Background: an optimization exercise with open tools, aiming at small area, a short achievable clock period and few clock cycles per item. Do not read the settings as production practice. Where RTL was checked, it was by simulation tests only, not by an equivalence proof against the original. Power is estimated from default activity; no workload was simulated.

## job 1331
==> flow/design.v (excerpt) <==
module axi_stream_insert_header#(
    parameter DATA_WD = 32,
    parameter DATA_BYTE_WD = DATA_WD / 8,
    parameter BYTE_CNT_WD = $clog2(DATA_BYTE_WD)
    )(
    input                       clk,
    input                       rst_n,
    input                       valid_in,
    input [DATA_WD-1 : 0]       data_in,
    input [DATA_BYTE_WD-1 : 0]  keep_in,
    input                       last_in,
    output                      ready_in,
    output                      valid_out,
    output [DATA_WD-1 : 0]      data_out,
    output [DATA_BYTE_WD-1 : 0] keep_out,
    output                      last_out,
    input                       ready_out,
    input                       valid_insert,
    input [DATA_WD-1 : 0]       header_insert,
    input [DATA_BYTE_WD-1 : 0]  keep_insert,
    input [BYTE_CNT_WD : 0]     byte_insert_cnt,
    output                      ready_insert
);
Settings: LEC_CHECK=0, CAP_MARGIN=20, CORE_MARGIN=2, CORE_UTILIZATION=70, PLACE_DENSITY=0.8, SLEW_MARGIN=20; clock period 4.5 ns.
standard.sh (not shown) runs the stock make flow with config.mk's settings and CLKGATE_MAP_FILE= SYNTH_SCRIPT=/design/flow/synth_recipe.tcl, a recipe that flattens the netlist after the stock synthesis.
==> flow/flow/run.sh <==
#!/bin/bash
# Standard layout, with each port buffered by a small buffer instead of
# the delay cell that buffer_ports picks by default, and a clock tree of
# one sink cluster without dummy loads.
set -euo pipefail
export BUFFER_PORTS_ARGS="-buffer_cell sky130_fd_sc_hd__buf_1"
export CTS_ARGS="-sink_clustering_enable -repair_clock_nets -dont_use_dummy_load -sink_clustering_size 50 -sink_clustering_max_diameter 200 -buf_list sky130_fd_sc_hd__clkbuf_8"
bash standard.sh > standard.log 2>&1
Testbench counts of job 1331, summed over its fixed seeds: cycles 8,282, bytes 30,700.
#### Input delta (job 5649 over job 1331)
# job 1331
export LEC_CHECK = 0
export CAP_MARGIN = 20
export CORE_MARGIN = 2
export CORE_UTILIZATION = 70
export PLACE_DENSITY = 0.8
export SLEW_MARGIN = 20
create_clock -name core_clock -period 4.5 [get_ports {clk}]
# job 5649
export LEC_CHECK = 0
export ABC_CLOCK_PERIOD_IN_PS = 300
export CAP_MARGIN = 20
export CORE_MARGIN = 2
export CORE_UTILIZATION = 40
export PLACE_DENSITY = 0.6
export SLEW_MARGIN = 20
create_clock -name core_clock -period 4.5 [get_ports {clk}]
==> flow/flow/run.sh <==
#!/bin/bash
# Standard layout, with each port buffered by a small buffer instead of
# the delay cell that buffer_ports picks by default.
set -euo pipefail
export BUFFER_PORTS_ARGS="-buffer_cell sky130_fd_sc_hd__buf_1"
bash standard.sh > standard.log 2>&1
### Flow results
Compared with job 1331, job 5649 degrades detailed-route wire length. Job 5649 improves on job 1331 in worst max-slew margin expressed relative to the limit. Sort job 5649 and job 1331 by via count of the first global-routing pass desc -> top: job 1331. Going from job 1331 to job 5649, weighted congestion at the end of routability-driven global placement shrank by a little under 10%. Diff job 1331 -> job 5649: finished layout cell area increased 2.7%, core utilization decreased 36 points, combinational cell power increased about 1%, post-route non-filler standard cell count increased 7.8%. Per the comparison of job 5649 with job 1331, fraction of area in registers lost 0.72 points, total routing usage reported by global routing lost 16 points.
The following lists how job 6297 was set up differently from job 5649:
# job 5649
export LEC_CHECK = 0
export ABC_CLOCK_PERIOD_IN_PS = 300
export CAP_MARGIN = 20
export CORE_MARGIN = 2
export CORE_UTILIZATION = 40
export PLACE_DENSITY = 0.6
export SLEW_MARGIN = 20
create_clock -name core_clock -period 4.5 [get_ports {clk}]
# job 6297
export LEC_CHECK = 0
export ABC_AREA = 1
export CAP_MARGIN = 20
export CORE_MARGIN = 2
export CORE_UTILIZATION = 40
export PLACE_DENSITY = 0.6
export SETUP_SLACK_MARGIN = 1.6
export SLEW_MARGIN = 20
create_clock -name core_clock -period 4.5 [get_ports {clk}]
==> flow/flow/run.sh <==
#!/bin/bash
# Standard layout, with each port buffered by a small buffer instead of
# the delay cell that buffer_ports picks by default, and a clock tree
# without dummy loads.
set -euo pipefail
export BUFFER_PORTS_ARGS="-buffer_cell sky130_fd_sc_hd__buf_1"
export CTS_ARGS="-sink_clustering_enable -repair_clock_nets -dont_use_dummy_load"
bash standard.sh > standard.log 2>&1
Results
- The floorplan die height in job 6297 sits about 3.7% above the value recorded for job 5649.
- Relative to job 5649, leakage power increased by about 16% in job 6297.
- When the final numbers for job 6297 and job 5649 were put side by side, the area added between synthesis and finish turned out to be greater in job 5649.
- Most common library cell in the layout ignoring fill and taps: sky130_fd_sc_hd__buf_1 -> job 5649, sky130_fd_sc_hd__nand2_1 -> job 6297
For job 4871, these inputs were changed with respect to job 6297:
# job 6297
export LEC_CHECK = 0
export ABC_AREA = 1
export CAP_MARGIN = 20
export CORE_MARGIN = 2
export CORE_UTILIZATION = 40
export PLACE_DENSITY = 0.6
export SETUP_SLACK_MARGIN = 1.6
export SLEW_MARGIN = 20
create_clock -name core_clock -period 4.5 [get_ports {clk}]
# job 4871
export LEC_CHECK = 0
export CAP_MARGIN = 20
export CORE_MARGIN = 2
export CORE_UTILIZATION = 40
export PLACE_DENSITY = 0.6
export SETUP_SLACK_MARGIN = 1.6
export SLEW_MARGIN = 20
create_clock -name core_clock -period 4.5 [get_ports {clk}]
Notes after the runs:
- Diff job 6297 -> job 4871: clock-pin slew on the worst setup and hold paths shows no meaningful change, detailed-route wire length per cell shows an increase of 1.9 um, sum of overflow across all layers after global routing shows no meaningful change.
- Compared with job 6297, job 4871 shows share of the cycle needed by the critical path after routing higher by 3.8 points.
- Compared with job 6297, job 4871 shows area of all sequential standard cells lower by 6.3 um2.

========
## cedar
Starting RTL as in the previous note.
export LEC_CHECK = 0
export ABC_AREA = 1
export CAP_MARGIN = 20
export CORE_MARGIN = 2
export CORE_UTILIZATION = 40
export PLACE_DENSITY = 0.6
export SETUP_SLACK_MARGIN = 2.1
export SLEW_MARGIN = 20
create_clock -name core_clock -period 4.5 [get_ports {clk}]
==> flow/flow/run.sh <==
#!/bin/bash
# Standard layout, with each port buffered by a small buffer instead of
# the delay cell that buffer_ports picks by default, and a clock tree
# without dummy loads.
set -euo pipefail
export BUFFER_PORTS_ARGS="-buffer_cell sky130_fd_sc_hd__buf_1"
export CTS_ARGS="-sink_clustering_enable -repair_clock_nets -dont_use_dummy_load"
bash standard.sh > standard.log 2>&1
cedar closes out successfully: all stages finished, all timing, DRC and antenna checks passed.
Testbench counts of cedar, summed over its fixed seeds: cycles 8,282, bytes 30,700.
The following lists how onyx was set up differently from cedar:
# cedar
export LEC_CHECK = 0
export ABC_AREA = 1
export CAP_MARGIN = 20
export CORE_MARGIN = 2
export CORE_UTILIZATION = 40
export PLACE_DENSITY = 0.6
export SETUP_SLACK_MARGIN = 2.1
export SLEW_MARGIN = 20
create_clock -name core_clock -period 4.5 [get_ports {clk}]
# onyx
export LEC_CHECK = 0
export ABC_AREA = 1
export CAP_MARGIN = 20
export CORE_MARGIN = 2
export CORE_UTILIZATION = 40
export PLACE_DENSITY = 0.6
export SETUP_SLACK_MARGIN = 1.9
export SLEW_MARGIN = 20
create_clock -name core_clock -period 4.5 [get_ports {clk}]
--- outcome ---
The final reports for onyx and cedar show share of cell area taken by multi-input logic gates higher in the former. onyx against cedar: internal power component went down 22%, sequential share of layout area rose 5.3 points. Diff cedar..onyx | hold violation count in the final report | unchanged. Between onyx and cedar, the fraction of power consumed by sequential logic is higher for onyx. Relative to cedar, aggregate routed wire length has decreased by 18% in onyx.
The following lists how ember was set up differently from onyx:
# onyx
export LEC_CHECK = 0
export ABC_AREA = 1
export CAP_MARGIN = 20
export CORE_MARGIN = 2
export CORE_UTILIZATION = 40
export PLACE_DENSITY = 0.6
export SETUP_SLACK_MARGIN = 1.9
export SLEW_MARGIN = 20
create_clock -name core_clock -period 4.5 [get_ports {clk}]
# ember
export LEC_CHECK = 0
export ABC_AREA = 1
export CAP_MARGIN = 20
export CORE_MARGIN = 2
export CORE_UTILIZATION = 40
export PLACE_DENSITY = 0.6
export SLEW_MARGIN = 20
create_clock -name core_clock -period 4.5 [get_ports {clk}]
## What came out
- Compared with onyx, ember shows a lower global-route met2 utilization.
- ember reached the final stage; the timing, design-rule and antenna checks on its layout passed.
- NOTE: routed length on met3 in ember falls short of that of onyx
- Compared with onyx, in ember total wirelength of the detailed-routed design shrank by 3.4%, area added between synthesis and finish shrank by 3.7 points.
- onyx → ember: share of total power in the clock network climbed 0.5 points; combinational power went down by about 9%; non-clock buffer count fell by 4.
Here is what was changed in the inputs of raven compared with ember.
# ember
export LEC_CHECK = 0
export ABC_AREA = 1
export CAP_MARGIN = 20
export CORE_MARGIN = 2
export CORE_UTILIZATION = 40
export PLACE_DENSITY = 0.6
export SLEW_MARGIN = 20
create_clock -name core_clock -period 4.5 [get_ports {clk}]
# raven
export LEC_CHECK = 0
export CAP_MARGIN = 20
export CORE_MARGIN = 2
export CORE_UTILIZATION = 40
export PLACE_DENSITY = 0.6
export SETUP_SLACK_MARGIN = 2.0
export SLEW_MARGIN = 20
create_clock -name core_clock -period 4.5 [get_ports {clk}]
==> flow/flow/run.sh <==
#!/bin/bash
# Standard layout, with each port buffered by a small buffer instead of
# the delay cell that buffer_ports picks by default.
set -euo pipefail
export BUFFER_PORTS_ARGS="-buffer_cell sky130_fd_sc_hd__buf_1"
bash standard.sh > standard.log 2>&1
Notes after the runs:
raven reports a lower synthesized net count than ember does.
Delta (raven minus ember): compound-cell area share of the yosys netlist higher, via count now smaller, relative max-transition margin shows an increase of 8.2 points, sum of internal, switching and leakage power increased by about 6% relative to the old numbers, final cell area excluding filler cells increased 150 um2.
Taking ember as the reference, in raven total clock sinks comparable, flip-flop and latch count comparable, global-route usage now smaller.
A largest family of logic cells by synthesized area of simple AND/OR/NAND/NOR gates is what ember shows, while compound AO/OA/AOI/OAI gates belongs to raven.

========
## the baseline
Another version of the RTL of axi_stream_insert_header (not shown whole).
Size: roughly 120 I/O pins.
==> flow/config.mk <==
export PLATFORM = sky130hd
export DESIGN_NAME = axi_stream_insert_header
export DESIGN_NICKNAME = axi_stream_insert_header
export VERILOG_FILES = /design/flow/design.v
export SDC_FILE = /design/flow/constraint.sdc
export NUM_CORES = 4
export LEC_CHECK = 0
export CAP_MARGIN = 20
export CORE_MARGIN = 2
export CORE_UTILIZATION = 40
export PLACE_DENSITY = 0.6
export SLEW_MARGIN = 20
==> flow/constraint.sdc <==
create_clock -name core_clock -period 4.5 [get_ports {clk}]
set_input_delay 0.9000 -clock core_clock [delete_from_list [all_inputs] [get_ports {clk}]]
set_output_delay 0.9000 -clock core_clock [all_outputs]
set_load 0.01 [all_outputs]
==> flow/flow/run.sh <==
#!/bin/bash
# Standard layout, with each port buffered by a small buffer instead of
# the delay cell that buffer_ports picks by default.
set -euo pipefail
export BUFFER_PORTS_ARGS="-buffer_cell sky130_fd_sc_hd__buf_1"
bash standard.sh > standard.log 2>&1
Every stage of the flow completed for the baseline, and the final layout passed the timing, design-rule and antenna checks.
What the candidate does differently from the baseline at the input level:
Settings: SETUP_SLACK_MARGIN now 2.4, previously not set.
## What came out
In the candidate, the number of clock buffer instances in the layout came out 1 below the value in the baseline. Hold slack in the candidate vs the baseline: down 0.017 ns. Relative to the baseline, the final cell area reported for the candidate is higher. The clock insertion delay at the later pin of the skew report of the candidate and that of the baseline are within noise of each other. The setup slack of the candidate is larger than that of the baseline. The total power draw of the candidate exceeds that of the baseline by 0.55 mW. In the reports for the candidate and the baseline, the smaller overall track demand over capacity in global routing belongs to the baseline.
No functional check of the RTL was part of any run of this note.

========
The RTL this note starts from:
==> flow/design.v <==
`timescale 1ns / 1ps
module axi_stream_insert_header#(
    parameter DATA_WD = 32,
    parameter DATA_BYTE_WD = DATA_WD / 8,
    parameter BYTE_CNT_WD = $clog2(DATA_BYTE_WD)
    )(
    input                       clk,
    input                       rst_n,
    input                       valid_in,
    input [DATA_WD-1 : 0]       data_in,
    input [DATA_BYTE_WD-1 : 0]  keep_in,
    input                       last_in,
    output                      ready_in,
    output                      valid_out,
    output [DATA_WD-1 : 0]      data_out,
    output [DATA_BYTE_WD-1 : 0] keep_out,
    output                      last_out,
    input                       ready_out,
    input                       valid_insert,
    input [DATA_WD-1 : 0]       header_insert,
    input [DATA_BYTE_WD-1 : 0]  keep_insert,
    input [BYTE_CNT_WD : 0]     byte_insert_cnt,
    output                      ready_insert
);
localparam NB = DATA_BYTE_WD;
localparam BW = BYTE_CNT_WD;
reg                 in_hdr;
reg                 in_data;
reg                 in_tail;
reg [NB-1:0]        hsel;
reg [NB-2:0]        kfix;
reg [DATA_WD-9:0]   carry;   
wire hdr_full = keep_insert[NB-1];
wire k2 = keep_in[2];
wire k1 = keep_in[1];
wire k0 = keep_in[0];
wire fits = ~((hsel[1] & k0) | (hsel[2] & k1) | (hsel[3] & k2));
reg [DATA_WD-1:0] window;
integer k;
always @(*) begin
    window = {DATA_WD{in_hdr}} & header_insert;
    for (k = 0; k < NB; k = k + 1)
        window = window | ({DATA_WD{hsel[k]}} & ({carry, data_in} >> (8 * k)));
end
wire db = in_data & ~last_in;    
assign data_out  = window;
assign last_out  = in_tail | (in_data & last_in & fits);
assign keep_out  = {1'b1,
                    kfix[2] | db | (in_data & k2),
                    kfix[1] | db | (in_data & k1) | (in_data & hsel[1] & k2),
                    kfix[0] | db | (in_data & k0) | (in_data & hsel[1] & k1) |
                                                    (in_data & hsel[2] & k2)};
assign valid_out    = in_tail | (in_data & valid_in) | (in_hdr & valid_insert & hdr_full);
assign ready_in     = in_data & ready_out;
assign ready_insert = ready_out & (in_hdr | (~hdr_full & (in_tail | (valid_in & last_in & fits))));
wire take_in  = ready_in & valid_in;
wire take_hdr = ready_insert & valid_insert;
wire end_pkt  = take_in & last_in & fits;
wire to_tail  = take_in & last_in & ~fits;
wire          n_data = take_hdr | (in_data & ~end_pkt & ~to_tail);
wire          n_tail = to_tail | (in_tail & ~ready_out);
wire          n_hdr  = ~n_data & ~n_tail;
wire [NB-1:0] n_hsel = take_hdr ? ({{(NB-1){1'b0}}, 1'b1} << byte_insert_cnt[BW-1:0]) :
                       n_hdr    ? {NB{1'b0}} : hsel;
wire [1:0]    tkeep  = {(hsel[3] & k1) | (hsel[2] & k0), hsel[3] & k0};
wire [NB-2:0] n_kfix = {n_hdr | (n_tail & (to_tail ? tkeep[1] : kfix[2])) |
                            (n_data & ~n_hsel[0]),
                        n_hdr | (n_tail & (to_tail ? tkeep[0] : kfix[1])) |
                            (n_data & (n_hsel[2] | n_hsel[3])),
                        n_hdr | (n_data & n_hsel[3])};
always @(posedge clk or negedge rst_n) begin
    if (!rst_n) begin
        in_hdr  <= 1'b1;
        in_data <= 1'b0;
        in_tail <= 1'b0;
        hsel    <= {NB{1'b0}};
        kfix    <= {(NB-1){1'b1}};
    end else begin
        in_hdr  <= n_hdr;
        in_data <= n_data;
        in_tail <= n_tail;
        hsel    <= n_hsel;
        kfix    <= n_kfix;
    end
end
wire hold = ~take_hdr & ~take_in;
always @(posedge clk)
    carry <= ({(DATA_WD-8){take_hdr}} & header_insert[DATA_WD-9:0]) |
             ({(DATA_WD-8){~take_hdr & take_in}} & data_in[DATA_WD-9:0]) |
             ({(DATA_WD-8){hold}} & carry);
endmodule
==> flow/config.mk <==
export PLATFORM = sky130hd
export DESIGN_NAME = axi_stream_insert_header
export DESIGN_NICKNAME = axi_stream_insert_header
export VERILOG_FILES = /design/flow/design.v
export SDC_FILE = /design/flow/constraint.sdc
export NUM_CORES = 4
export LEC_CHECK = 0
export ABC_AREA = 1
export CAP_MARGIN = 20
export CORE_MARGIN = 2
export CORE_UTILIZATION = 40
export PLACE_DENSITY = 0.6
export SETUP_SLACK_MARGIN = 2.0
export SLEW_MARGIN = 20
==> flow/constraint.sdc <==
create_clock -name core_clock -period 4.5 [get_ports {clk}]
set_input_delay 0.9000 -clock core_clock [delete_from_list [all_inputs] [get_ports {clk}]]
set_output_delay 0.9000 -clock core_clock [all_outputs]
set_load 0.01 [all_outputs]
==> flow/flow/run.sh <==
#!/bin/bash
# Standard layout, with each port buffered by a small buffer instead of
# the delay cell that buffer_ports picks by default, and a clock tree
# without dummy loads.
set -euo pipefail
export BUFFER_PORTS_ARGS="-buffer_cell sky130_fd_sc_hd__buf_1"
export CTS_ARGS="-sink_clustering_enable -repair_clock_nets -dont_use_dummy_load"
bash standard.sh > standard.log 2>&1
Testbench counts at the start, summed over its fixed seeds: cycles 8,282, bytes 30,700.
Change:
Settings changed: SETUP_SLACK_MARGIN 2.0 to 1.9.
Outcome: Sequential power shrinks by about 3%; maximum frequency decreases by 1.3%; final cell count stays flat; wire length drops by 3.0%; worst setup slack gets worse by 0.032 ns; sequential share of layout area climbs by 2.0 points; hold slack hardly moves; clock-buffer cell count is unchanged.
Change:
Settings changed: SETUP_SLACK_MARGIN 1.9 to 1.6.
After rerunning:
- via count shrinks by 1.7%
- clock-buffer cell count does not change
- routed wire length went down by 3.9%
- first-iteration DRC count rose by 18%
- global-route usage is about the same

what the ideal ports hide:
In the flow no input, the clock included, has a driving cell. The finished layouts below were timed again as built, in two steps.
Step 1 (the two cells are an assumption about what drives the block):
set clk [get_ports {clk}]
set_driving_cell -lib_cell sky130_fd_sc_hd__clkbuf_16 $clk
set_driving_cell -lib_cell sky130_fd_sc_hd__buf_2 [delete_from_list [all_inputs] $clk]
Step 2, shift: input delay + t, output delay - t, t = (earliest + latest rising clock arrival at the registers) / 2. This alone moves slack from input paths to output paths.
Slacks: no drivers / after step 1 / after step 2; pairs: no drivers / after step 1.
run	shift t [ns]	setup slack, ns	pins driven straight from the clock port
job 1331	0.308	1.484 / 1.459 / 1.445	1
job 5649	0.311	1.571 / 1.543 / 1.543	1
job 6297	0.309	1.853 / 1.825 / 1.906	1
job 4871	0.303	1.680 / 1.653 / 1.653	1
cedar	0.311	2.018 / 1.976 / 1.836	1
onyx	0.311	1.944 / 1.923 / 1.851	1
ember	0.310	1.731 / 1.701 / 1.892	1
raven	0.300	1.797 / 1.743 / 1.743	1
the baseline	0.296	1.417 / 1.391 / 1.406	1
the candidate	0.308	1.730 / 1.703 / 1.591	1
the first run of note 4	0.305	2.010 / 1.977 / 1.977	1
the second run of note 4	0.301	1.978 / 1.958 / 1.958	1
the third run of note 4	0.299	1.792 / 1.762 / 1.845	1
After both steps every run listed still meets setup and hold. The setup slack of cedar, which loses most, moves by -0.042 ns with the drivers and by -0.182 ns with both steps.
